Context: an optimization exercise on an open-source flow, tuned for small area, a short achievable clock period and few clock cycles per item. The choices shown serve that exercise and are no tape-out recipe.
Only simulation tests tie the RTL to the original design; equivalence was not proved.
Power is estimated from default activity; no workload was simulated.

v21:
==> flow/design.v (excerpt) <==
module multiplier_1(
    input clk,
    input res_n,
    input start,
    output reg done,
    input [15:0] arg1,
    input [15:0] arg2,
    output reg [31:0] product
    );
Size: ~400 cells after synthesis, roughly 51 flip-flops, about 68 I/O pins, about 4500 sq um of cells after synthesis.
clock: 5.0 ns
lec_check: 0
cap_margin: 20
core_margin: 2
core_utilization: 40
place_density: 0.6
slew_margin: 20
run.sh (not shown) runs the stock make flow with config.mk's settings and CLKGATE_MAP_FILE= SYNTH_SCRIPT=/design/flow/synth_recipe.tcl, a recipe that flattens the netlist after the stock synthesis.
Testbench counts of v21, summed over its fixed seeds: cycles 952, items 192.
## Diff of input files: v20 against v21
# v21
export LEC_CHECK = 0
export CAP_MARGIN = 20
export CORE_MARGIN = 2
export CORE_UTILIZATION = 40
export PLACE_DENSITY = 0.6
export SLEW_MARGIN = 20
create_clock -name core_clock -period 5.0 [get_ports {clk}]
# v20
export LEC_CHECK = 0
export CAP_MARGIN = 20
export CORE_MARGIN = 2
export CORE_UTILIZATION = 40
export PLACE_DENSITY = 0.6
export SETUP_SLACK_MARGIN = 2.2
export SLEW_MARGIN = 20
create_clock -name core_clock -period 5.0 [get_ports {clk}]
==> flow/flow/run.sh (new file) <==
#!/bin/bash
# The standard layout, with every port buffered by a small buffer
# (sky130_fd_sc_hd__buf_1) instead of the default choice.
set -euo pipefail
bash standard.sh BUFFER_PORTS_ARGS="-buffer_cell sky130_fd_sc_hd__buf_1" > standard.log 2>&1
==> flow/standard.sh (new file) <==
#!/bin/bash
# synth_recipe.tcl (not shown) runs the flow's synth.tcl, then flattens the netlist and writes it again
# the make line also repeats each setting of config.mk as NAME=value (left out here)
make -C /OpenROAD-flow-scripts/flow DESIGN_CONFIG=/design/flow/config.mk WORK_HOME=/design/flow/orfs CLKGATE_MAP_FILE= SYNTH_SCRIPT=/design/flow/synth_recipe.tcl "${@:-finish}"
removed: flow/run.sh
Results
- v20 consumes more power than v21 does.
- Between v20 and v21, the difference in critical path depth is negligible.
- [v20] clock period minus final worst setup slack fell 0.62 ns relative to v21
- Compared with v21, v20 shows final weighted congestion of routability-driven global placement that has gone up slightly.
- Final cell area excluding filler cells on v20 is behind v21.
- NOTE layout net count v21->v20 increased by a few percent
- The final reports for v20 and v21 show global routing met1 resource utilization higher in the former.
- v20 ends up with a number of gates resized after cts that is 71 higher than in v21.
- Between v20 and v21, the combinational power share is higher for v20.
The inputs of v11 differ from those of v20 as listed below.
# v20
export LEC_CHECK = 0
export CAP_MARGIN = 20
export CORE_MARGIN = 2
export CORE_UTILIZATION = 40
export PLACE_DENSITY = 0.6
export SETUP_SLACK_MARGIN = 2.2
export SLEW_MARGIN = 20
create_clock -name core_clock -period 5.0 [get_ports {clk}]
# v11
export LEC_CHECK = 0
export CAP_MARGIN = 20
export CORE_MARGIN = 2
export CORE_UTILIZATION = 40
export PLACE_DENSITY = 0.6
export SETUP_SLACK_MARGIN = 1.6
export SLEW_MARGIN = 20
create_clock -name core_clock -period 5.0 [get_ports {clk}]
==> comparison <==
- Compared with v20, v11 shows a shortest clock period the worst path allows after layout that is 0.031 ns lower.
- v11 vs v20, number of filler instances in the final layout went up by 20.
- The standard cells in v11 occupy less silicon area than those in v20 do.
- v11 vs. v20: internal power consumption saw a decrease; smallest setup slack after layout grew by 0.031 ns.
- v20 → v11: cell count fell 8, global-route usage saw a decrease.
- From v11 to v20, number of max-slew violations in the final report did not move at all.
Input changes introduced in v2 (baseline for comparison: v11):
# v11
export LEC_CHECK = 0
export CAP_MARGIN = 20
export CORE_MARGIN = 2
export CORE_UTILIZATION = 40
export PLACE_DENSITY = 0.6
export SETUP_SLACK_MARGIN = 1.6
export SLEW_MARGIN = 20
create_clock -name core_clock -period 5.0 [get_ports {clk}]
# v2
export LEC_CHECK = 0
export CAP_MARGIN = 20
export CORE_MARGIN = 2
export CORE_UTILIZATION = 40
export PLACE_DENSITY = 0.6
export SLEW_MARGIN = 20
create_clock -name core_clock -period 5.0 [get_ports {clk}]
Findings:
v2 closes out successfully: all stages finished, all timing, DRC and antenna checks passed.
Met1 usage | v2 below v11
v2 ended up with a lower worst setup slack before clock tree synthesis than v11 did.
v2: non-clock buffer instance count of the final layout is 11% lower than what v11 reported.
Number of vias per cell after detailed routing: v2 lower than v11
Proportion of power drawn by flip-flops and latches | v2 above v11
For the sequential share of layout area, v2 came in 1.1 points higher than v11 did.
The largest voltage drop on the vdd net of v2 is lower than that of v11.
Compare v2 and v11 | max-slew headroom at the worst pin higher: v2
Between v11 and v2, the flow reports global-route wire length before repair decreasing by a few percent.
Relative to v11, worst setup slack has gone down in v2.
The layout overhead on the synthesized area of v2 is lower than that of v11.

port drivers added, routing unchanged:
The results above use ideal ports. As a check the final layouts listed here were re-extracted and re-timed, cells and wires unchanged. Step 1 (the two cells are an assumption about what drives the block):
set clk [get_ports {clk}]
set_driving_cell -lib_cell sky130_fd_sc_hd__clkbuf_16 $clk
set_driving_cell -lib_cell sky130_fd_sc_hd__buf_2 [delete_from_list [all_inputs] $clk]
Step 2 adds t to the input delays and takes it off the output delays; t is the mean of the earliest and latest rising clock arrival at the registers after step 1. Input paths then give back, and output paths get back, about the clock's delay inside the block. Slacks: ideal ports / drivers / drivers and shift; pairs: ideal ports / drivers.
run | t (ns) | slack for setup (ns) | worst register clock-pin slew, ns
v21 | 0.343 | 0.796 / 0.764 / 0.600 | 0.11 / 0.11
v20 | 0.343 | 1.414 / 1.379 / 1.118 | 0.11 / 0.11
v11 | 0.347 | 1.445 / 1.409 / 1.168 | 0.11 / 0.11
v2 | 0.347 | 1.191 / 1.158 / 0.916 | 0.11 / 0.11
After both steps setup and hold are still met in every run listed. The setup slack of v20, which loses most, moves by -0.035 ns with the drivers and by -0.296 ns with both steps.
